From an optimization exercise on the open Yosys and OpenROAD flow, aimed at small area and a short achievable clock period; shortcuts taken in it are not production practice. No functional check of the RTL was part of any run shown here.

==> flow/design.v (outline; a module is shown in full before it is edited, if it fits) <==
// module neurona_capa_1: 1388 lines
// module nfa: 4 lines
// module nha: 4 lines
// module nx2: 3 lines
// module nmx: 3 lines
// module nxn2: 3 lines
module neurona_capa_1(
    weight_0, weight_1, weight_2, weight_3, weight_4, weight_5, weight_6, weight_7, weight_8, weight_9, weight_10, weight_11, weight_12, weight_13, weight_14, weight_15, weight_16, weight_17, weight_18, weight_19, weight_20, weight_21, weight_22, weight_23, weight_24, weight_25, weight_26, weight_27, weight_28, weight_29, weight_30, weight_31, weight_32, weight_33, weight_34, weight_35, weight_36, weight_37, weight_38, weight_39, weight_40, weight_41, weight_42, weight_43, weight_44, weight_45, weight_46, weight_47, weight_48,
    pixel_0, pixel_1, pixel_2, pixel_3, pixel_4, pixel_5, pixel_6, pixel_7, pixel_8, pixel_9, pixel_10, pixel_11, pixel_12, pixel_13, pixel_14, pixel_15, pixel_16, pixel_17, pixel_18, pixel_19, pixel_20, pixel_21, pixel_22, pixel_23, pixel_24, pixel_25, pixel_26, pixel_27, pixel_28, pixel_29, pixel_30, pixel_31, pixel_32, pixel_33, pixel_34, pixel_35, pixel_36, pixel_37, pixel_38, pixel_39, pixel_40, pixel_41, pixel_42, pixel_43, pixel_44, pixel_45, pixel_46, pixel_47, pixel_48,
    clk, out
);
  // ...
==> flow/flow/run.sh <==
#!/bin/bash
# Own layout flow: the standard flow (standard.sh, unchanged synthesis),
# except that the port buffers buffer_ports inserts are buf_1 cells rather
# than the default it picks; timing repair resizes them where needed.
set -euo pipefail
export BUFFER_PORTS_ARGS="-buffer_cell sky130_fd_sc_hd__buf_1"
bash standard.sh > standard.log 2>&1
==> flow/standard.sh <==
#!/bin/bash
# synth_recipe.tcl (not shown) runs the flow's synth.tcl, then flattens the netlist and writes it again
# the make line also repeats each setting of config.mk as NAME=value (left out here)
make -C /OpenROAD-flow-scripts/flow DESIGN_CONFIG=/design/flow/config.mk WORK_HOME=/design/flow/orfs CLKGATE_MAP_FILE= SYNTH_SCRIPT=/design/flow/synth_recipe.tcl "${@:-finish}"
==> flow/config.mk <==
export PLATFORM = sky130hd
export DESIGN_NAME = neurona_capa_1
export DESIGN_NICKNAME = neurona_capa_1
export VERILOG_FILES = /design/flow/design.v
export SDC_FILE = /design/flow/constraint.sdc
export NUM_CORES = 4
export LEC_CHECK = 0
export CAP_MARGIN = 20
export CORE_MARGIN = 2
export CORE_UTILIZATION = 40
export CTS_BUF_LIST = sky130_fd_sc_hd__clkbuf_4 sky130_fd_sc_hd__clkbuf_8
export SETUP_SLACK_MARGIN = 4.8
export SLEW_MARGIN = 20
export SYNTH_HIERARCHICAL = 1
export SYNTH_MINIMUM_KEEP_SIZE = 0
==> flow/constraint.sdc <==
create_clock -name core_clock -period 8.0 [get_ports {clk}]
set_input_delay 1.6000 -clock core_clock [delete_from_list [all_inputs] [get_ports {clk}]]
set_output_delay 1.6000 -clock core_clock [all_outputs]
set_load 0.01 [all_outputs]
==> impl_metrics.csv, run 1 <==
group,metric,value,unit
cts,cts.sinks,107,
logic_synthesis,yosys.area_share.simple,0.140,
cts,clk_path_buf_depth,2,
cells_and_area,multi_input_area_share,0.659,
timing,period_share,0.402,
cells_and_area,clock_buffers,9,
logic_synthesis,synthArstFlopShare,0,
run_status,outcome,"timing/DRC/antenna clean",
cells_and_area,max_flop_register,"r1",
cells_and_area,nFillCells,2438,
critical_path,path_class,"reg -> reg",
grt,antenna_found_initial,4,
route,met1_length,14600,um
logic_synthesis,synth_xor_area_frac,0.101,
cts,postCtsHoldBufs,0,
die,placementRows,60,
critical_path,rr_worst_depth,10,
route,wl_met2,22600,um
place,dp.cells,1730,
cells_and_area,multi_input_area,0.00954,mm2
cells_and_area,mostFrequentLayoutCells,"buf_1 (400), nand2_1 (273), fa_2 (145)",
timing,setup_viol,0,
==> inputs of run 2 (changes only) <==
--- a/flow/design.v
+++ b/flow/design.v
@@ -679,219 +679,257 @@
     wire x525;
     wire x526;
     wire x527;
     wire x528;
     wire x529;
     wire x530;
     wire h531;
     wire g532;
-    wire s533;
-    wire c534;
-    wire s535;
-    wire c536;
-    wire fp537;
-    wire s538;
-    wire c539;
-    wire h540;
-    wire g541;
-    wire s542;
-    wire c543;
-    wire s544;
-    wire c545;
-    wire s546;
-    wire c547;
+    wire fp533;
+    wire s534;
+    wire c535;
+    wire fp536;
+    wire s537;
+    wire c538;
+    wire fp539;
+    wire s540;
+    wire c541;
+    wire h542;
+    wire g543;
+    wire fp544;
+    wire s545;
+    wire c546;
+    wire fp547;
     wire s548;
     wire c549;
-    wire s550;
-    wire c551;
-    wire s552;
-    wire c553;
-    wire fp554;
-    wire s555;
-    wire c556;
-    wire h557;
-    wire g558;
+    wire fp550;
+    wire s551;
+    wire c552;
+    wire fp553;
+    wire s554;
+    wire c555;
+    wire s556;
+    wire c557;
+    wire fp558;
     wire s559;
     wire c560;
-    wire s561;
-    wire c562;
-    wire s563;
-    wire c564;
-    wire s565;
-    wire c566;
+    wire fp561;
+    wire s562;
+    wire c563;
+    wire h564;
+    wire g565;
+    wire fp566;
     wire s567;
     wire c568;
-    wire s569;
-    wire c570;
-    wire s571;
-    wire c572;
+    wire fp569;
+    wire s570;
+    wire c571;
+    wire fp572;
     wire s573;
     wire c574;
-    wire s575;
-    wire c576;
-    wire s577;
-    wire c578;
-    wire h579;
-    wire g580;
+    wire fp575;
+    wire s576;
+    wire c577;
+    wire fp578;
+    wire s579;
+    wire c580;
     wire s581;
     wire c582;
-    wire s583;
-    wire c584;
-    wire s585;
-    wire c586;
+    wire fp583;
+    wire s584;
+    wire c585;
+    wire fp586;
     wire s587;
     wire c588;
-    wire s589;
-    wire c590;
-    wire s591;
-    wire c592;
+    wire fp589;
+    wire s590;
+    wire c591;
+    wire fp592;
     wire s593;
     wire c594;
-    wire s595;
-    wire c596;
+    wire h595;
+    wire g596;
     wire fp597;
     wire s598;
     wire c599;
-    wire s600;
-    wire c601;
-    wire fp602;
-    wire s603;
-    wire c604;
-    wire s605;
-    wire c606;
-    wire h607;
-    wire g608;
-    wire s609;
-    wire c610;
-    wire s611;
-    wire c612;
-    wire s613;
-    wire c614;
-    wire s615;
-    wire c616;
-    wire fp617;
-    wire s618;
-    wire c619;
+    wire fp600;
+    wire s601;
+    wire c602;
+    wire fp603;
+    wire s604;
+    wire c605;
+    wire fp606;
+    wire s607;
+    wire c608;
+    wire fp609;
+    wire s610;
+    wire c611;
+    wire s612;
+    wire c613;
+    wire s614;
+    wire c615;
+    wire fp616;
+    wire s617;
+    wire c618;
+    wire fp619;
     wire s620;
     wire c621;
     wire s622;
     wire c623;
     wire fp624;
     wire s625;
     wire c626;
-    wire s627;
-    wire c628;
-    wire s629;
-    wire c630;
-    wire s631;
-    wire c632;
-    wire fp633;
-    wire s634;
-    wire c635;
-    wire h636;
-    wire g637;
-    wire s638;
-    wire c639;
-    wire s640;
-    wire c641;
+    wire fp627;
+    wire s628;
+    wire c629;
+    wire h630;
+    wire g631;
+    wire fp632;
+    wire s633;
+    wire c634;
+    wire fp635;
+    wire s636;
+    wire c637;
+    wire fp638;
+    wire s639;
+    wire c640;
+    wire fp641;
     wire s642;
     wire c643;
-    wire s644;
-    wire c645;
-    wire s646;
-    wire c647;
-    wire s648;
-    wire c649;
+    wire fp644;
+    wire s645;
+    wire c646;
+    wire s647;
+    wire c648;
+    wire fp649;
     wire s650;
     wire c651;
-    wire s652;
-    wire c653;
-    wire fp654;
-    wire s655;
-    wire c656;
-    wire s657;
-    wire c658;
-    wire fp659;
-    wire s660;
-    wire c661;
+    wire fp652;
+    wire s653;
+    wire c654;
+    wire fp655;
+    wire s656;
+    wire c657;
+    wire fp658;
+    wire s659;
+    wire c660;
+    wire fp661;
     wire s662;
     wire c663;
     wire fp664;
     wire s665;
     wire c666;
     wire h667;
     wire g668;
-    wire x669;
-    wire x670;
-    wire x671;
-    wire x672;
-    wire x673;
-    wire x674;
-    wire x675;
-    wire x676;
-    wire x677;
-    wire x678;
-    wire x679;
-    wire x680;
-    wire x681;
-    wire x682;
-    wire x683;
-    wire x684;
-    wire x685;
-    wire x686;
-    wire h687;
-    wire g688;
-    wire h689;
-    wire g690;
-    wire h691;
-    wire g692;
-    wire h693;
-    wire g694;
-    wire h695;
-    wire g696;
-    wire h697;
-    wire g698;
-    wire h699;
-    wire g700;
-    wire p701;
-    wire p702;
-    wire p703;
-    wire p704;
-    wire p705;
-    wire p706;
-    wire p707;
-    wire p708;
-    wire p709;
-    wire p710;
-    wire p711;
-    wire p712;
-    wire p713;
-    wire p714;
-    wire p715;
-    wire p716;
-    wire p717;
-    wire p718;
-    wire p719;
-    wire p720;
-    wire p721;
-    wire p722;
-    wire p723;
-    wire p724;
-    wire p725;
-    wire p726;
-    wire p727;
-    wire p728;
-    wire x729;
-    wire x730;
-    wire x731;
-    wire x732;
-    wire x733;
-    wire x734;
-    wire x735;
+    wire fp669;
+    wire s670;
+    wire c671;
+    wire fp672;
+    wire s673;
+    wire c674;
+    wire fp675;
+    wire s676;
+    wire c677;
+    wire fp678;
+    wire s679;
+    wire c680;
+    wire fp681;
+    wire s682;
+    wire c683;
+    wire s684;
+    wire c685;
+    wire s686;
+    wire c687;
+    wire fp688;
+    wire s689;
+    wire c690;
+    wire fp691;
+    wire s692;
+    wire c693;
+    wire s694;
+    wire c695;
+    wire fp696;
+    wire s697;
+    wire c698;
+    wire fp699;
+    wire s700;
+    wire c701;
+    wire fp702;
+    wire s703;
+    wire c704;
+    wire h705;
+    wire g706;
+    wire x707;
+    wire x708;
+    wire x709;
+    wire x710;
+    wire x711;
+    wire x712;
+    wire x713;
+    wire x714;
+    wire x715;
+    wire x716;
+    wire x717;
+    wire x718;
+    wire x719;
+    wire x720;
+    wire x721;
+    wire x722;
+    wire x723;
+    wire x724;
+    wire h725;
+    wire g726;
+    wire h727;
+    wire g728;
+    wire h729;
+    wire g730;
+    wire h731;
+    wire g732;
+    wire h733;
+    wire g734;
+    wire h735;
+    wire g736;
+    wire h737;
+    wire g738;
+    wire p739;
+    wire p740;
+    wire p741;
+    wire p742;
+    wire p743;
+    wire p744;
+    wire p745;
+    wire p746;
+    wire p747;
+    wire p748;
+    wire p749;
+    wire p750;
+    wire p751;
+    wire p752;
+    wire p753;
+    wire p754;
+    wire p755;
+    wire p756;
+    wire p757;
+    wire p758;
+    wire p759;
+    wire p760;
+    wire p761;
+    wire p762;
+    wire p763;
+    wire p764;
+    wire p765;
+    wire p766;
+    wire x767;
+    wire x768;
+    wire x769;
+    wire x770;
+    wire x771;
+    wire x772;
+    wire x773;
     nxn2 u_x1 (.a(nb_0[4]), .b(nb_10[4]), .y(x1));
     assign p2 = nb_0[4] | nb_10[4];
     nxn2 u_x3 (.a(nb_0[5]), .b(nb_10[5]), .y(x3));
     assign p4 = nb_0[5] | nb_10[5];
     nfa u_s5 (.a(nb_0[0]), .b(nb_10[0]), .ci(nb_11[0]), .s(s5), .co(c6));
     nfa u_s7 (.a(nb_12[0]), .b(nb_13[0]), .ci(nb_14[0]), .s(s7), .co(c8));
     nfa u_s9 (.a(nb_15[0]), .b(nb_16[0]), .ci(nb_17[0]), .s(s9), .co(c10));
     nfa u_s11 (.a(nb_18[0]), .b(nb_19[0]), .ci(nb_1[0]), .s(s11), .co(c12));
@@ -1192,204 +1230,280 @@
     nx2 u_x527 (.a(c442), .b(c444), .y(x527));
     nx2 u_x528 (.a(c446), .b(c448), .y(x528));
     nx2 u_x529 (.a(c450), .b(c452), .y(x529));
     nx2 u_x530 (.a(x524), .b(x525), .y(x530));
     reg [89:0] r1;
     always @(posedge clk)
         r1 <= {x530, x529, x528, x527, x526, c384, s451, s449, s447, s445, s443, c382, s441, s439, c380, c378, c376, c374, c372, c370, s437, s383, s381, s379, s377, s375, s373, c316, s371, c314, c312, c310, c308, c306, c304, s315, s313, s311, s309, s307, c250, c248, s305, s303, c246, c244, c242, c240, c238, s301, s299, s249, s247, s245, s243, s241, s239, c182, c180, s237, c178, c176, c174, c172, c170, s235, s181, s179, s177, s175, s173, s171, c114, c112, s169, c110, c108, c106, s167, s113, s111, s109, s107, s105, c50, c48, s99, s49, s47, s45};
     nha u_h531 (.a(r1[0]), .b(r1[1]), .s(h531), .co(g532));
-    nfa u_s533 (.a(r1[10]), .b(r1[3]), .ci(r1[4]), .s(s533), .co(c534));
-    nfa u_s535 (.a(r1[5]), .b(r1[6]), .ci(r1[7]), .s(s535), .co(c536));
-    nx2 u_fp537 (.a(r1[8]), .b(r1[9]), .y(fp537));
-    nx2 u_s538 (.a(fp537), .b(g532), .y(s538));
-    nmx u_c539 (.s(fp537), .a(r1[8]), .b(g532), .y(c539));
-    nha u_h540 (.a(s538), .b(s533), .s(h540), .co(g541));
-    nfa u_s542 (.a(r1[11]), .b(r1[12]), .ci(r1[13]), .s(s542), .co(c543));
-    nfa u_s544 (.a(r1[14]), .b(r1[15]), .ci(r1[16]), .s(s544), .co(c545));
-    nfa u_s546 (.a(r1[17]), .b(r1[18]), .ci(r1[19]), .s(s546), .co(c547));
-    nfa u_s548 (.a(r1[20]), .b(r1[21]), .ci(r1[22]), .s(s548), .co(c549));
-    nfa u_s550 (.a(r1[23]), .b(c534), .ci(c536), .s(s550), .co(c551));
-    nfa u_s552 (.a(c539), .b(s542), .ci(s544), .s(s552), .co(c553));
-    nx2 u_fp554 (.a(s546), .b(s548), .y(fp554));
-    nx2 u_s555 (.a(fp554), .b(g541), .y(s555));
-    nmx u_c556 (.s(fp554), .a(s546), .b(g541), .y(c556));
-    nha u_h557 (.a(s555), .b(s550), .s(h557), .co(g558));
-    nfa u_s559 (.a(r1[24]), .b(r1[25]), .ci(r1[26]), .s(s559), .co(c560));
-    nfa u_s561 (.a(r1[27]), .b(r1[28]), .ci(r1[29]), .s(s561), .co(c562));
-    nfa u_s563 (.a(r1[30]), .b(r1[31]), .ci(r1[32]), .s(s563), .co(c564));
-    nfa u_s565 (.a(r1[33]), .b(r1[34]), .ci(r1[35]), .s(s565), .co(c566));
-    nfa u_s567 (.a(r1[36]), .b(r1[37]), .ci(r1[38]), .s(s567), .co(c568));
-    nfa u_s569 (.a(c543), .b(c545), .ci(c547), .s(s569), .co(c570));
-    nfa u_s571 (.a(c549), .b(s559), .ci(s561), .s(s571), .co(c572));
-    nfa u_s573 (.a(s563), .b(s565), .ci(s567), .s(s573), .co(c574));
-    nfa u_s575 (.a(c551), .b(c553), .ci(s569), .s(s575), .co(c576));
-    nfa u_s577 (.a(c556), .b(s571), .ci(s573), .s(s577), .co(c578));
-    nha u_h579 (.a(g558), .b(s575), .s(h579), .co(g580));
-    nfa u_s581 (.a(r1[39]), .b(r1[40]), .ci(r1[41]), .s(s581), .co(c582));
-    nfa u_s583 (.a(r1[42]), .b(r1[43]), .ci(r1[44]), .s(s583), .co(c584));
-    nfa u_s585 (.a(r1[45]), .b(r1[46]), .ci(r1[47]), .s(s585), .co(c586));
-    nfa u_s587 (.a(r1[48]), .b(r1[49]), .ci(r1[50]), .s(s587), .co(c588));
-    nfa u_s589 (.a(r1[51]), .b(r1[52]), .ci(r1[53]), .s(s589), .co(c590));
-    nfa u_s591 (.a(r1[54]), .b(c560), .ci(c562), .s(s591), .co(c592));
-    nfa u_s593 (.a(c564), .b(c566), .ci(c568), .s(s593), .co(c594));
-    nfa u_s595 (.a(s581), .b(s583), .ci(s585), .s(s595), .co(c596));
-    nx2 u_fp597 (.a(s587), .b(s589), .y(fp597));
-    nx2 u_s598 (.a(fp597), .b(c570), .y(s598));
-    nmx u_c599 (.s(fp597), .a(s587), .b(c570), .y(c599));
-    nfa u_s600 (.a(c572), .b(c574), .ci(s591), .s(s600), .co(c601));
-    nx2 u_fp602 (.a(s593), .b(s595), .y(fp602));
-    nx2 u_s603 (.a(fp602), .b(s598), .y(s603));
-    nmx u_c604 (.s(fp602), .a(s593), .b(s598), .y(c604));
-    nfa u_s605 (.a(c576), .b(s603), .ci(c578), .s(s605), .co(c606));
-    nha u_h607 (.a(s600), .b(g580), .s(h607), .co(g608));
-    nfa u_s609 (.a(r1[55]), .b(r1[56]), .ci(r1[57]), .s(s609), .co(c610));
-    nfa u_s611 (.a(r1[58]), .b(r1[59]), .ci(r1[60]), .s(s611), .co(c612));
-    nfa u_s613 (.a(r1[61]), .b(r1[62]), .ci(r1[63]), .s(s613), .co(c614));
-    nfa u_s615 (.a(r1[64]), .b(r1[65]), .ci(r1[66]), .s(s615), .co(c616));
-    nx2 u_fp617 (.a(r1[67]), .b(r1[68]), .y(fp617));
-    nx2 u_s618 (.a(fp617), .b(c582), .y(s618));
-    nmx u_c619 (.s(fp617), .a(r1[67]), .b(c582), .y(c619));
-    nfa u_s620 (.a(c584), .b(c586), .ci(c588), .s(s620), .co(c621));
-    nfa u_s622 (.a(c590), .b(s609), .ci(s611), .s(s622), .co(c623));
-    nx2 u_fp624 (.a(s613), .b(s615), .y(fp624));
-    nx2 u_s625 (.a(fp624), .b(s618), .y(s625));
-    nmx u_c626 (.s(fp624), .a(s613), .b(s618), .y(c626));
-    nfa u_s627 (.a(s625), .b(c592), .ci(c594), .s(s627), .co(c628));
-    nfa u_s629 (.a(c596), .b(s620), .ci(s622), .s(s629), .co(c630));
-    nfa u_s631 (.a(c599), .b(c601), .ci(s627), .s(s631), .co(c632));
-    nx2 u_fp633 (.a(c604), .b(s629), .y(fp633));
-    nx2 u_s634 (.a(fp633), .b(g608), .y(s634));
-    nmx u_c635 (.s(fp633), .a(c604), .b(g608), .y(c635));
-    nha u_h636 (.a(c606), .b(s631), .s(h636), .co(g637));
-    nfa u_s638 (.a(r1[69]), .b(r1[70]), .ci(r1[71]), .s(s638), .co(c639));
-    nfa u_s640 (.a(r1[72]), .b(r1[73]), .ci(r1[74]), .s(s640), .co(c641));
-    nfa u_s642 (.a(r1[75]), .b(r1[76]), .ci(r1[77]), .s(s642), .co(c643));
-    nfa u_s644 (.a(r1[78]), .b(r1[79]), .ci(r1[80]), .s(s644), .co(c645));
-    nfa u_s646 (.a(r1[81]), .b(r1[82]), .ci(r1[83]), .s(s646), .co(c647));
-    nfa u_s648 (.a(r1[84]), .b(c610), .ci(c612), .s(s648), .co(c649));
-    nfa u_s650 (.a(c614), .b(c616), .ci(s638), .s(s650), .co(c651));
-    nfa u_s652 (.a(s640), .b(s642), .ci(s644), .s(s652), .co(c653));
-    nx2 u_fp654 (.a(s646), .b(c619), .y(fp654));
-    nx2 u_s655 (.a(fp654), .b(c621), .y(s655));
-    nmx u_c656 (.s(fp654), .a(s646), .b(c621), .y(c656));
-    nfa u_s657 (.a(c623), .b(s648), .ci(c626), .s(s657), .co(c658));
-    nx2 u_fp659 (.a(s650), .b(s652), .y(fp659));
-    nx2 u_s660 (.a(fp659), .b(s655), .y(s660));
-    nmx u_c661 (.s(fp659), .a(s650), .b(s655), .y(c661));
-    nfa u_s662 (.a(c628), .b(s660), .ci(c630), .s(s662), .co(c663));
-    nx2 u_fp664 (.a(s657), .b(c632), .y(fp664));
-    nx2 u_s665 (.a(fp664), .b(s662), .y(s665));
-    nmx u_c666 (.s(fp664), .a(s657), .b(s662), .y(c666));
-    nha u_h667 (.a(c635), .b(g637), .s(h667), .co(g668));
-    nx2 u_x669 (.a(r1[85]), .b(r1[86]), .y(x669));
-    nx2 u_x670 (.a(r1[87]), .b(r1[88]), .y(x670));
-    nx2 u_x671 (.a(r1[89]), .b(x669), .y(x671));
-    nx2 u_x672 (.a(x670), .b(x671), .y(x672));
-    nx2 u_x673 (.a(c639), .b(c641), .y(x673));
-    nx2 u_x674 (.a(c643), .b(c645), .y(x674));
-    nx2 u_x675 (.a(c647), .b(x672), .y(x675));
-    nx2 u_x676 (.a(x673), .b(x674), .y(x676));
-    nx2 u_x677 (.a(x675), .b(x676), .y(x677));
-    nx2 u_x678 (.a(c649), .b(c651), .y(x678));
-    nx2 u_x679 (.a(c653), .b(x677), .y(x679));
-    nx2 u_x680 (.a(x678), .b(c656), .y(x680));
-    nx2 u_x681 (.a(x679), .b(x680), .y(x681));
-    nx2 u_x682 (.a(c658), .b(c661), .y(x682));
-    nx2 u_x683 (.a(x681), .b(x682), .y(x683));
-    nx2 u_x684 (.a(c663), .b(x683), .y(x684));
-    nx2 u_x685 (.a(x684), .b(g668), .y(x685));
-    nx2 u_x686 (.a(c666), .b(x685), .y(x686));
-    nha u_h687 (.a(r1[2]), .b(h531), .s(h687), .co(g688));
-    nha u_h689 (.a(s535), .b(h540), .s(h689), .co(g690));
-    nha u_h691 (.a(s552), .b(h557), .s(h691), .co(g692));
-    nha u_h693 (.a(s577), .b(h579), .s(h693), .co(g694));
-    nha u_h695 (.a(h607), .b(s605), .s(h695), .co(g696));
-    nha u_h697 (.a(s634), .b(h636), .s(h697), .co(g698));
-    nha u_h699 (.a(s665), .b(h667), .s(h699), .co(g700));
-    assign p701 = g690 | (h689 & g688);
-    assign p702 = g692 | (h691 & g690);
-    assign p703 = h691 & h689;
-    assign p704 = g694 | (h693 & g692);
-    assign p705 = h693 & h691;
-    assign p706 = g696 | (h695 & g694);
-    assign p707 = h695 & h693;
-    assign p708 = g698 | (h697 & g696);
-    assign p709 = h697 & h695;
-    assign p710 = g700 | (h699 & g698);
-    assign p711 = h699 & h697;
-    assign p714 = p702 | (p703 & g688);
-    assign p715 = p704 | (p705 & p701);
-    assign p716 = p706 | (p707 & p702);
-    assign p717 = p707 & p703;
-    assign p718 = p708 | (p709 & p704);
-    assign p719 = p709 & p705;
-    assign p724 = p716 | (p717 & g688);
-    assign p728 = ~h687;
-    nxn2 u_x729 (.a(h689), .b(g688), .y(x729));
-    nxn2 u_x730 (.a(h691), .b(p701), .y(x730));
-    nxn2 u_x731 (.a(h693), .b(p714), .y(x731));
-    nxn2 u_x732 (.a(h695), .b(p715), .y(x732));
-    reg r2_x686;
-    reg r2_g700;
-    reg r2_h699;
-    reg r2_p710;
-    reg r2_p711;
-    reg r2_p706;
-    reg r2_p707;
-    reg r2_p708;
-    reg r2_p709;
-    reg r2_p718;
-    reg r2_p719;
-    reg r2_p701;
-    reg r2_p714;
-    reg r2_p715;
-    reg r2_h697;
-    reg r2_p724;
-    reg r2_p728;
-    reg r2_x729;
-    reg r2_x730;
-    reg r2_x731;
-    reg r2_x732;
+    nx2 u_fp533 (.a(r1[10]), .b(r1[3]), .y(fp533));
+    nx2 u_s534 (.a(fp533), .b(r1[4]), .y(s534));
+    nmx u_c535 (.s(fp533), .a(r1[10]), .b(r1[4]), .y(c535));
+    nx2 u_fp536 (.a(r1[5]), .b(r1[6]), .y(fp536));
+    nx2 u_s537 (.a(fp536), .b(r1[7]), .y(s537));
+    nmx u_c538 (.s(fp536), .a(r1[5]), .b(r1[7]), .y(c538));
+    nx2 u_fp539 (.a(r1[8]), .b(r1[9]), .y(fp539));
+    nx2 u_s540 (.a(fp539), .b(g532), .y(s540));
+    nmx u_c541 (.s(fp539), .a(r1[8]), .b(g532), .y(c541));
+    nha u_h542 (.a(s534), .b(s537), .s(h542), .co(g543));
+    nx2 u_fp544 (.a(r1[11]), .b(r1[12]), .y(fp544));
+    nx2 u_s545 (.a(fp544), .b(r1[13]), .y(s545));
+    nmx u_c546 (.s(fp544), .a(r1[11]), .b(r1[13]), .y(c546));
+    nx2 u_fp547 (.a(r1[14]), .b(r1[15]), .y(fp547));
+    nx2 u_s548 (.a(fp547), .b(r1[16]), .y(s548));
+    nmx u_c549 (.s(fp547), .a(r1[14]), .b(r1[16]), .y(c549));
+    nx2 u_fp550 (.a(r1[17]), .b(r1[18]), .y(fp550));
+    nx2 u_s551 (.a(fp550), .b(r1[19]), .y(s551));
+    nmx u_c552 (.s(fp550), .a(r1[17]), .b(r1[19]), .y(c552));
+    nx2 u_fp553 (.a(r1[20]), .b(r1[21]), .y(fp553));
+    nx2 u_s554 (.a(fp553), .b(r1[22]), .y(s554));
+    nmx u_c555 (.s(fp553), .a(r1[20]), .b(r1[22]), .y(c555));
+    nfa u_s556 (.a(r1[23]), .b(s545), .ci(s548), .s(s556), .co(c557));
+    nx2 u_fp558 (.a(s551), .b(s554), .y(fp558));
+    nx2 u_s559 (.a(fp558), .b(c535), .y(s559));
+    nmx u_c560 (.s(fp558), .a(s551), .b(c535), .y(c560));
+    nx2 u_fp561 (.a(c538), .b(c541), .y(fp561));
+    nx2 u_s562 (.a(fp561), .b(g543), .y(s562));
+    nmx u_c563 (.s(fp561), .a(c538), .b(g543), .y(c563));
+    nha u_h564 (.a(s559), .b(s562), .s(h564), .co(g565));
+    nx2 u_fp566 (.a(r1[24]), .b(r1[25]), .y(fp566));
+    nx2 u_s567 (.a(fp566), .b(r1[26]), .y(s567));
+    nmx u_c568 (.s(fp566), .a(r1[24]), .b(r1[26]), .y(c568));
+    nx2 u_fp569 (.a(r1[27]), .b(r1[28]), .y(fp569));
+    nx2 u_s570 (.a(fp569), .b(r1[29]), .y(s570));
+    nmx u_c571 (.s(fp569), .a(r1[27]), .b(r1[29]), .y(c571));
+    nx2 u_fp572 (.a(r1[30]), .b(r1[31]), .y(fp572));
+    nx2 u_s573 (.a(fp572), .b(r1[32]), .y(s573));
+    nmx u_c574 (.s(fp572), .a(r1[30]), .b(r1[32]), .y(c574));
+    nx2 u_fp575 (.a(r1[33]), .b(r1[34]), .y(fp575));
+    nx2 u_s576 (.a(fp575), .b(r1[35]), .y(s576));
+    nmx u_c577 (.s(fp575), .a(r1[33]), .b(r1[35]), .y(c577));
+    nx2 u_fp578 (.a(r1[36]), .b(r1[37]), .y(fp578));
+    nx2 u_s579 (.a(fp578), .b(r1[38]), .y(s579));
+    nmx u_c580 (.s(fp578), .a(r1[36]), .b(r1[38]), .y(c580));
+    nfa u_s581 (.a(s567), .b(s570), .ci(s573), .s(s581), .co(c582));
+    nx2 u_fp583 (.a(s576), .b(s579), .y(fp583));
+    nx2 u_s584 (.a(fp583), .b(c546), .y(s584));
+    nmx u_c585 (.s(fp583), .a(s576), .b(c546), .y(c585));
+    nx2 u_fp586 (.a(c549), .b(c552), .y(fp586));
+    nx2 u_s587 (.a(fp586), .b(c555), .y(s587));
+    nmx u_c588 (.s(fp586), .a(c549), .b(c555), .y(c588));
+    nx2 u_fp589 (.a(s584), .b(c557), .y(fp589));
+    nx2 u_s590 (.a(fp589), .b(s587), .y(s590));
+    nmx u_c591 (.s(fp589), .a(s584), .b(s587), .y(c591));
+    nx2 u_fp592 (.a(s581), .b(c560), .y(fp592));
+    nx2 u_s593 (.a(fp592), .b(c563), .y(s593));
+    nmx u_c594 (.s(fp592), .a(s581), .b(c563), .y(c594));
+    nha u_h595 (.a(g565), .b(s590), .s(h595), .co(g596));
+    nx2 u_fp597 (.a(r1[39]), .b(r1[40]), .y(fp597));
+    nx2 u_s598 (.a(fp597), .b(r1[41]), .y(s598));
+    nmx u_c599 (.s(fp597), .a(r1[39]), .b(r1[41]), .y(c599));
+    nx2 u_fp600 (.a(r1[42]), .b(r1[43]), .y(fp600));
+    nx2 u_s601 (.a(fp600), .b(r1[44]), .y(s601));
+    nmx u_c602 (.s(fp600), .a(r1[42]), .b(r1[44]), .y(c602));
+    nx2 u_fp603 (.a(r1[45]), .b(r1[46]), .y(fp603));
+    nx2 u_s604 (.a(fp603), .b(r1[47]), .y(s604));
+    nmx u_c605 (.s(fp603), .a(r1[45]), .b(r1[47]), .y(c605));
+    nx2 u_fp606 (.a(r1[48]), .b(r1[49]), .y(fp606));
+    nx2 u_s607 (.a(fp606), .b(r1[50]), .y(s607));
+    nmx u_c608 (.s(fp606), .a(r1[48]), .b(r1[50]), .y(c608));
+    nx2 u_fp609 (.a(r1[51]), .b(r1[52]), .y(fp609));
+    nx2 u_s610 (.a(fp609), .b(r1[53]), .y(s610));
+    nmx u_c611 (.s(fp609), .a(r1[51]), .b(r1[53]), .y(c611));
+    nfa u_s612 (.a(r1[54]), .b(s598), .ci(s601), .s(s612), .co(c613));
+    nfa u_s614 (.a(s604), .b(s607), .ci(s610), .s(s614), .co(c615));
+    nx2 u_fp616 (.a(c568), .b(c571), .y(fp616));
+    nx2 u_s617 (.a(fp616), .b(c574), .y(s617));
+    nmx u_c618 (.s(fp616), .a(c568), .b(c574), .y(c618));
+    nx2 u_fp619 (.a(c577), .b(c580), .y(fp619));
+    nx2 u_s620 (.a(fp619), .b(c582), .y(s620));
+    nmx u_c621 (.s(fp619), .a(c577), .b(c582), .y(c621));
+    nfa u_s622 (.a(s617), .b(s612), .ci(s614), .s(s622), .co(c623));
+    nx2 u_fp624 (.a(c585), .b(c588), .y(fp624));
+    nx2 u_s625 (.a(fp624), .b(s620), .y(s625));
+    nmx u_c626 (.s(fp624), .a(c585), .b(s620), .y(c626));
+    nx2 u_fp627 (.a(c591), .b(s622), .y(fp627));
+    nx2 u_s628 (.a(fp627), .b(s625), .y(s628));
+    nmx u_c629 (.s(fp627), .a(c591), .b(s625), .y(c629));
+    nha u_h630 (.a(c594), .b(g596), .s(h630), .co(g631));
+    nx2 u_fp632 (.a(r1[55]), .b(r1[56]), .y(fp632));
+    nx2 u_s633 (.a(fp632), .b(r1[57]), .y(s633));
+    nmx u_c634 (.s(fp632), .a(r1[55]), .b(r1[57]), .y(c634));
+    nx2 u_fp635 (.a(r1[58]), .b(r1[59]), .y(fp635));
+    nx2 u_s636 (.a(fp635), .b(r1[60]), .y(s636));
+    nmx u_c637 (.s(fp635), .a(r1[58]), .b(r1[60]), .y(c637));
+    nx2 u_fp638 (.a(r1[61]), .b(r1[62]), .y(fp638));
+    nx2 u_s639 (.a(fp638), .b(r1[63]), .y(s639));
+    nmx u_c640 (.s(fp638), .a(r1[61]), .b(r1[63]), .y(c640));
+    nx2 u_fp641 (.a(r1[64]), .b(r1[65]), .y(fp641));
+    nx2 u_s642 (.a(fp641), .b(r1[66]), .y(s642));
+    nmx u_c643 (.s(fp641), .a(r1[64]), .b(r1[66]), .y(c643));
+    nx2 u_fp644 (.a(r1[67]), .b(r1[68]), .y(fp644));
+    nx2 u_s645 (.a(fp644), .b(s633), .y(s645));
+    nmx u_c646 (.s(fp644), .a(r1[67]), .b(s633), .y(c646));
+    nfa u_s647 (.a(s636), .b(s639), .ci(s642), .s(s647), .co(c648));
+    nx2 u_fp649 (.a(c599), .b(c602), .y(fp649));
+    nx2 u_s650 (.a(fp649), .b(c605), .y(s650));
+    nmx u_c651 (.s(fp649), .a(c599), .b(c605), .y(c651));
+    nx2 u_fp652 (.a(c608), .b(c611), .y(fp652));
+    nx2 u_s653 (.a(fp652), .b(s645), .y(s653));
+    nmx u_c654 (.s(fp652), .a(c608), .b(s645), .y(c654));
+    nx2 u_fp655 (.a(c613), .b(c615), .y(fp655));
+    nx2 u_s656 (.a(fp655), .b(s650), .y(s656));
+    nmx u_c657 (.s(fp655), .a(c613), .b(s650), .y(c657));
+    nx2 u_fp658 (.a(s653), .b(s647), .y(fp658));
+    nx2 u_s659 (.a(fp658), .b(c618), .y(s659));
+    nmx u_c660 (.s(fp658), .a(s653), .b(c618), .y(c660));
+    nx2 u_fp661 (.a(c621), .b(s656), .y(fp661));
+    nx2 u_s662 (.a(fp661), .b(s659), .y(s662));
+    nmx u_c663 (.s(fp661), .a(c621), .b(s659), .y(c663));
+    nx2 u_fp664 (.a(c623), .b(c626), .y(fp664));
+    nx2 u_s665 (.a(fp664), .b(g631), .y(s665));
+    nmx u_c666 (.s(fp664), .a(c623), .b(g631), .y(c666));
+    nha u_h667 (.a(s662), .b(c629), .s(h667), .co(g668));
+    nx2 u_fp669 (.a(r1[69]), .b(r1[70]), .y(fp669));
+    nx2 u_s670 (.a(fp669), .b(r1[71]), .y(s670));
+    nmx u_c671 (.s(fp669), .a(r1[69]), .b(r1[71]), .y(c671));
+    nx2 u_fp672 (.a(r1[72]), .b(r1[73]), .y(fp672));
+    nx2 u_s673 (.a(fp672), .b(r1[74]), .y(s673));
+    nmx u_c674 (.s(fp672), .a(r1[72]), .b(r1[74]), .y(c674));
+    nx2 u_fp675 (.a(r1[75]), .b(r1[76]), .y(fp675));
+    nx2 u_s676 (.a(fp675), .b(r1[77]), .y(s676));
+    nmx u_c677 (.s(fp675), .a(r1[75]), .b(r1[77]), .y(c677));
+    nx2 u_fp678 (.a(r1[78]), .b(r1[79]), .y(fp678));
+    nx2 u_s679 (.a(fp678), .b(r1[80]), .y(s679));
+    nmx u_c680 (.s(fp678), .a(r1[78]), .b(r1[80]), .y(c680));
+    nx2 u_fp681 (.a(r1[81]), .b(r1[82]), .y(fp681));
+    nx2 u_s682 (.a(fp681), .b(r1[83]), .y(s682));
+    nmx u_c683 (.s(fp681), .a(r1[81]), .b(r1[83]), .y(c683));
+    nfa u_s684 (.a(r1[84]), .b(s670), .ci(s673), .s(s684), .co(c685));
+    nfa u_s686 (.a(s676), .b(s679), .ci(s682), .s(s686), .co(c687));
+    nx2 u_fp688 (.a(c634), .b(c637), .y(fp688));
+    nx2 u_s689 (.a(fp688), .b(c640), .y(s689));
+    nmx u_c690 (.s(fp688), .a(c634), .b(c640), .y(c690));
+    nx2 u_fp691 (.a(c643), .b(c646), .y(fp691));
+    nx2 u_s692 (.a(fp691), .b(c648), .y(s692));
+    nmx u_c693 (.s(fp691), .a(c643), .b(c648), .y(c693));
+    nfa u_s694 (.a(s689), .b(s684), .ci(s686), .s(s694), .co(c695));
+    nx2 u_fp696 (.a(c651), .b(c654), .y(fp696));
+    nx2 u_s697 (.a(fp696), .b(s692), .y(s697));
+    nmx u_c698 (.s(fp696), .a(c651), .b(s692), .y(c698));
+    nx2 u_fp699 (.a(c657), .b(s694), .y(fp699));
+    nx2 u_s700 (.a(fp699), .b(s697), .y(s700));
+    nmx u_c701 (.s(fp699), .a(c657), .b(s697), .y(c701));
+    nx2 u_fp702 (.a(c660), .b(c663), .y(fp702));
+    nx2 u_s703 (.a(fp702), .b(s700), .y(s703));
+    nmx u_c704 (.s(fp702), .a(c660), .b(s700), .y(c704));
+    nha u_h705 (.a(c666), .b(g668), .s(h705), .co(g706));
+    nx2 u_x707 (.a(r1[85]), .b(r1[86]), .y(x707));
+    nx2 u_x708 (.a(r1[87]), .b(r1[88]), .y(x708));
+    nx2 u_x709 (.a(r1[89]), .b(x707), .y(x709));
+    nx2 u_x710 (.a(x708), .b(x709), .y(x710));
+    nx2 u_x711 (.a(c671), .b(c674), .y(x711));
+    nx2 u_x712 (.a(c677), .b(c680), .y(x712));
+    nx2 u_x713 (.a(c683), .b(x710), .y(x713));
+    nx2 u_x714 (.a(x711), .b(x712), .y(x714));
+    nx2 u_x715 (.a(x713), .b(c685), .y(x715));
+    nx2 u_x716 (.a(c687), .b(x714), .y(x716));
+    nx2 u_x717 (.a(c690), .b(x715), .y(x717));
+    nx2 u_x718 (.a(x716), .b(c693), .y(x718));
+    nx2 u_x719 (.a(x717), .b(c695), .y(x719));
+    nx2 u_x720 (.a(x718), .b(c698), .y(x720));
+    nx2 u_x721 (.a(x719), .b(x720), .y(x721));
+    nx2 u_x722 (.a(c701), .b(x721), .y(x722));
+    nx2 u_x723 (.a(x722), .b(c704), .y(x723));
+    nx2 u_x724 (.a(g706), .b(x723), .y(x724));
+    nha u_h725 (.a(r1[2]), .b(h531), .s(h725), .co(g726));
+    nha u_h727 (.a(s540), .b(h542), .s(h727), .co(g728));
+    nha u_h729 (.a(s556), .b(h564), .s(h729), .co(g730));
+    nha u_h731 (.a(s593), .b(h595), .s(h731), .co(g732));
+    nha u_h733 (.a(h630), .b(s628), .s(h733), .co(g734));
+    nha u_h735 (.a(s665), .b(h667), .s(h735), .co(g736));
+    nha u_h737 (.a(s703), .b(h705), .s(h737), .co(g738));
+    assign p739 = g728 | (h727 & g726);
+    assign p740 = g730 | (h729 & g728);
+    assign p741 = h729 & h727;
+    assign p742 = g732 | (h731 & g730);
+    assign p743 = h731 & h729;
+    assign p744 = g734 | (h733 & g732);
+    assign p745 = h733 & h731;
+    assign p746 = g736 | (h735 & g734);
+    assign p747 = h735 & h733;
+    assign p748 = g738 | (h737 & g736);
+    assign p749 = h737 & h735;
+    assign p750 = x724 & g738;
+    assign p751 = x724 & h737;
+    assign p752 = p740 | (p741 & g726);
+    assign p753 = p742 | (p743 & p739);
+    assign p754 = p744 | (p745 & p740);
+    assign p755 = p745 & p741;
+    assign p756 = p746 | (p747 & p742);
+    assign p757 = p747 & p743;
+    assign p762 = p754 | (p755 & g726);
+    assign p766 = ~h725;
+    nxn2 u_x767 (.a(h727), .b(g726), .y(x767));
+    nxn2 u_x768 (.a(h729), .b(p739), .y(x768));
+    nxn2 u_x769 (.a(h731), .b(p752), .y(x769));
+    nxn2 u_x770 (.a(h733), .b(p753), .y(x770));
+    nxn2 u_x771 (.a(h735), .b(p762), .y(x771));
+    reg r2_p748;
+    reg r2_p749;
+    reg r2_p744;
+    reg r2_p745;
+    reg r2_p750;
+    reg r2_p751;
+    reg r2_p746;
+    reg r2_p747;
+    reg r2_p756;
+    reg r2_p757;
+    reg r2_p739;
+    reg r2_p752;
+    reg r2_p753;
+    reg r2_h737;
+    reg r2_x724;
+    reg r2_p766;
+    reg r2_x767;
+    reg r2_x768;
+    reg r2_x769;
+    reg r2_x770;
+    reg r2_x771;
     always @(posedge clk) begin
-        r2_x686 <= x686;
-        r2_g700 <= g700;
-        r2_h699 <= h699;
-        r2_p710 <= p710;
-        r2_p711 <= p711;
-        r2_p706 <= p706;
-        r2_p707 <= p707;
-        r2_p708 <= p708;
-        r2_p709 <= p709;
-        r2_p718 <= p718;
-        r2_p719 <= p719;
-        r2_p701 <= p701;
-        r2_p714 <= p714;
-        r2_p715 <= p715;
-        r2_h697 <= h697;
-        r2_p724 <= p724;
-        r2_p728 <= p728;
-        r2_x729 <= x729;
-        r2_x730 <= x730;
-        r2_x731 <= x731;
-        r2_x732 <= x732;
+        r2_p748 <= p748;
+        r2_p749 <= p749;
+        r2_p744 <= p744;
+        r2_p745 <= p745;
+        r2_p750 <= p750;
+        r2_p751 <= p751;
+        r2_p746 <= p746;
+        r2_p747 <= p747;
+        r2_p756 <= p756;
+        r2_p757 <= p757;
+        r2_p739 <= p739;
+        r2_p752 <= p752;
+        r2_p753 <= p753;
+        r2_h737 <= h737;
+        r2_x724 <= x724;
+        r2_p766 <= p766;
+        r2_x767 <= x767;
+        r2_x768 <= x768;
+        r2_x769 <= x769;
+        r2_x770 <= x770;
+        r2_x771 <= x771;
     end
-    assign p712 = r2_x686 & r2_g700;
-    assign p713 = r2_x686 & r2_h699;
-    assign p720 = r2_p710 | (r2_p711 & r2_p706);
-    assign p721 = r2_p711 & r2_p707;
-    assign p722 = p712 | (p713 & r2_p708);
-    assign p723 = p713 & r2_p709;
-    assign p725 = r2_p718 | (r2_p719 & r2_p701);
-    assign p726 = p720 | (p721 & r2_p714);
-    assign p727 = p722 | (p723 & r2_p715);
-    nxn2 u_x733 (.a(r2_h697), .b(r2_p724), .y(x733));
-    nxn2 u_x734 (.a(r2_h699), .b(p725), .y(x734));
-    nxn2 u_x735 (.a(r2_x686), .b(p726), .y(x735));
-    assign out = {x735, x734, x733, r2_x732, r2_x731, r2_x730, r2_x729, r2_p728};
+    assign p758 = r2_p748 | (r2_p749 & r2_p744);
+    assign p759 = r2_p749 & r2_p745;
+    assign p760 = r2_p750 | (r2_p751 & r2_p746);
+    assign p761 = r2_p751 & r2_p747;
+    assign p763 = r2_p756 | (r2_p757 & r2_p739);
+    assign p764 = p758 | (p759 & r2_p752);
+    assign p765 = p760 | (p761 & r2_p753);
+    nxn2 u_x772 (.a(r2_h737), .b(p763), .y(x772));
+    nxn2 u_x773 (.a(r2_x724), .b(p764), .y(x773));
+    assign out = {x773, x772, r2_x771, r2_x770, r2_x769, r2_x768, r2_x767, r2_p766};
 endmodule
 module nfa(input wire a, input wire b, input wire ci, output wire s, output wire co);
     assign s = a ^ b ^ ci;
     assign co = (a & b) | (a & ci) | (b & ci);
 endmodule
 module nha(input wire a, input wire b, output wire s, output wire co);
     assign s = a ^ b;
     assign co = a & b;
==> flow/config.mk (replaced) <==
export PLATFORM = sky130hd
export DESIGN_NAME = neurona_capa_1
export DESIGN_NICKNAME = neurona_capa_1
export VERILOG_FILES = /design/flow/design.v
export SDC_FILE = /design/flow/constraint.sdc
export NUM_CORES = 4
export LEC_CHECK = 0
export CAP_MARGIN = 20
export CORE_MARGIN = 2
export CORE_UTILIZATION = 40
export SETUP_SLACK_MARGIN = 4.7
export SLEW_MARGIN = 20
export SYNTH_HIERARCHICAL = 1
export SYNTH_MINIMUM_KEEP_SIZE = 0
==> run 2 against run 1 <==
Compared with the run above:
- via count increased by 8.8%
- sequential cell count shrank 1
- count of clock-buffer cells in the layout up 1
- die area rose by 4.1%
- critical endpoint is now r1[85]
- register-to-register slack worse by 0.08 ns
- critical path type is now in -> reg
- fmax decreased by 2.3%
- sequential share of layout area is 0.35 points lower
==> impl_metrics.csv, run 2 <==
group,metric,value,unit
timing,slew-limit-headroom,0.761,
logic_synthesis,synthesis.nets,1761,
cells_and_area,areaGrowthSynthToFinish,31.5,%
place,port_buffers,449,
cts,clk_pin_slew,0.07,ns
route,drtPass1Iterations,5,
die,die_x,172,um
logic_synthesis,synthArstFlopShare,0,
min_path,min_path_type,"reg -> reg",
critical_path,crit_required,8.29,ns
cts,postCtsHoldBufs,0,
cts,htree_levels,3,
grt,grt_usage,0.300,
die,placementRows,61,
timing,tightest_slew,0.358,ns
run,maxCapViolCount,0,
cells_and_area,nFillCells,2623,
cts,cts_buffers,9,
logic_synthesis,synth.top_cell.area_share,0.413,
logic_synthesis,synthMuxAreaShare,0.0639,
timing,drv_slew,0,
timing,rsz0062_at_grt,"yes",
logic_synthesis,synthAdderAreaFrac,0.429,
logic_synthesis,yosysUniqueCellTypes,17,
logic_synthesis,synthTopCellsByCount,"nand2_1 (394), fa_1 (233), xor2_1 (192), dfxtp_1 (106), clkbuf_1 (49)",
timing,clock.fmax,304,MHz
cts,clk_latency,0.36,ns
timing,hold_viol,0,
die,core,0.0278,mm2
cells_and_area,layout.nets,2181,
die,ios,450,
run_status,outcome,"timing/DRC/antenna clean",
cells_and_area,drive_above_1_share,0.208,
cts,cts_tree,"yes",
route,dr_total_vias,9235,
logic_synthesis,synth-compound-area-share,0.00643,
cts,cts-root-buf,"clkbuf_16",
route,drc,0,
logic_synthesis,yosys.area_share.simple,0.134,
cts,cts.sinks,106,
place,placed_area,0.0136,mm2
logic_synthesis,yosys_register_bits,106,
die,initial_core_util,0.406,
critical_path,cp-end-kind,"register",
critical_path,path_class,"in -> reg",
cts,clk_path_buf_depth,2,
cells_and_area,fin_cells,1875,
route,wl_per_cell,23.9,um
route,ant_nets,0,
logic_synthesis,synth_edf_count,0,
timing,finalClockSkew,0.0138,ns
logic_synthesis,synth.area.top_cells,"fa_1 (41%), dfxtp_1 (19%), xor2_1 (15%)",
place,dp.cells,1842,
route,routed_wirelength,44800,um
logic_synthesis,synth_xor_area_frac,0.156,
cells_and_area,n_antenna_cell,0,
logic_synthesis,synth_cells,1072,
logic_synthesis,synth_most_common_cell,"nand2_1",
critical_path,critPathLaunchType,"input pin",
die,dieArea,0.0296,mm2
route,drt_iter0_drc,492,
place,routabilityCongestion,0.945,
logic_synthesis,synth_top_area_cell,"fa_1",
grt,grt-ovfl-total,0,
critical_path,worstPathMaxFanout,8,
cells_and_area,postLayoutCellArea,0.0148,mm2
logic_synthesis,synth_flop_cell,"dfxtp_1",
timing,setup_viol,0,
cells_and_area,largest_register_ffs,90,
timing,finalSetupTns,0,ns
timing,period_share,0.412,
timing,period_needed,3.29,ns
grt,grt_pass1_wl,61000,um
grt,grt_pass1_vias,9936,
die,die_y,172,um
cells_and_area,max_flop_register,"r1",
grt,grt_max_degree,19,
logic_synthesis,ys_warn_count,7,
cells_and_area,final_common_cell,"buf_1",
cells_and_area,mostFrequentLayoutCells,"buf_1 (398), nand2_1 (343), fa_1 (167)",
logic_synthesis,synth_area,0.0113,mm2
logic_synthesis,synth_top_family_by_area,"adder cells",
route,viasPerCell,4.93,
grt,antenna_found_initial,0,
logic_synthesis,yosysSeqAreaShare,0.188,
logic_synthesis,synth.avg_cell_area,10.5,um2
critical_path,critPathArrivalTime,3.59,ns
place,dpl.hpwl,38600,um
## run 2: changes by cell type after synthesis
cell	previous run	this run
fa_1	271	233
mux2_4	10	48
xor2_1	116	192
dfxtp_1	107	106
## run 2: Yosys stat by module, one instance, submodules excluded
| module | cells inside | times used |
|---|---|---|
| nxn2 | 1 | 9 |
| nfa | 1 | 233 |
| neurona_capa_1 | 576 | 1 |
| nx2 | 1 | 192 |
| nmx | 1 | 48 |
| nha | 1 | 14 |
## run 2: logic make-up after synthesis
kind of cell	after synthesis
flip-flops	106
multiplexers	48
AND/OR/NAND/NOR	400
XOR/XNOR	201
buffers and inverters	59
adder cells (fa/ha/maj)	247
AO/OA/AOI/OAI	11
## run 2: layout make-up
cell class                      count  area (um2)  area share
Clock buffer                       10         229      0.0154
Multi-Input combinational cell    907        9810       0.661
Timing Repair Buffer              466        2090       0.141
Clock inverter                      6        73.8     0.00498
Inverter                            2        7.51    0.000506
Sequential cell                   106        2150       0.145
Tap cell                          378         473      0.0319
## run 2: final timing paths
path                  from      end  slack (ns)  depth (start not counted)
setup reg to reg    r1[40]  r2_p748        4.71                         10
hold reg to reg      r1[2]  r2_p766        0.52                          2
hold / removal       r1[2]  r2_p766        0.52                          2
setup / recovery  pixel_20   r1[85]        4.71                          7
## run 2: layer usage
metal	up-vias	global-route usage	share of wire
met5	-	0	0
met4	0	0.100	0.031
met3	74	0.0469	0.061
met2	406	0.555	0.54
met1	4709	0.355	0.37
li1	4046	-	-
## run 2: through the flow
step | hold WS, ns | setup slack, ns | utilization
after CTS | 0.528 | 4.66 | 0.517
after global routing | 0.531 | 4.61 | 0.534
after floorplan | 0.483 | 4.59 | -
final | 0.521 | 4.71 | 0.534
after global placement | 0.514 | 3.70 | 0.489
after detailed placement | 0.513 | 3.68 | 0.489
## run 2: repair_timing
item,CTS,global route
buffers inserted,10,7
setup endpoints to repair,91,16
pin swaps,25,56
gates resized for setup,167,87
## run 2: critical path, cell delays in order
cell and delay [ns]:
buf_4 0.19, nand2_1 0.10, fa_1 0.57, fa_1 0.41
xor2_1 0.23, xor2_1 0.32, xor2_1 0.16

## static timing again, ports no longer ideal
The flow's constraints put no driver on any port. The routed layouts listed below were extracted and timed again, unchanged, in two steps. Step 1: set_driving_cell puts a clkbuf_16 on clk and a buf_2 on each other input, an assumption about the parent block. Step 2 times the ports against the registers' clock, not the clock port: input delays grow and output delays shrink by t, the midpoint of the rising clock arrivals with the driver on. Slacks: ideal ports / drivers / drivers and shift; pairs: ideal ports / drivers.
run	shift t [ns]	slack for setup (ns)	worst setup path after step 2	pins driven straight from the clock port
run 1	0.410	4.782 / 4.782 / 4.417	input to register	1
run 2	0.403	4.706 / 4.714 / 4.326	input to register	1
After both steps setup and hold are still met in every run listed. For run 2, which loses most, drivers alone change the setup slack by +0.008 ns; drivers and shift together by -0.380 ns.
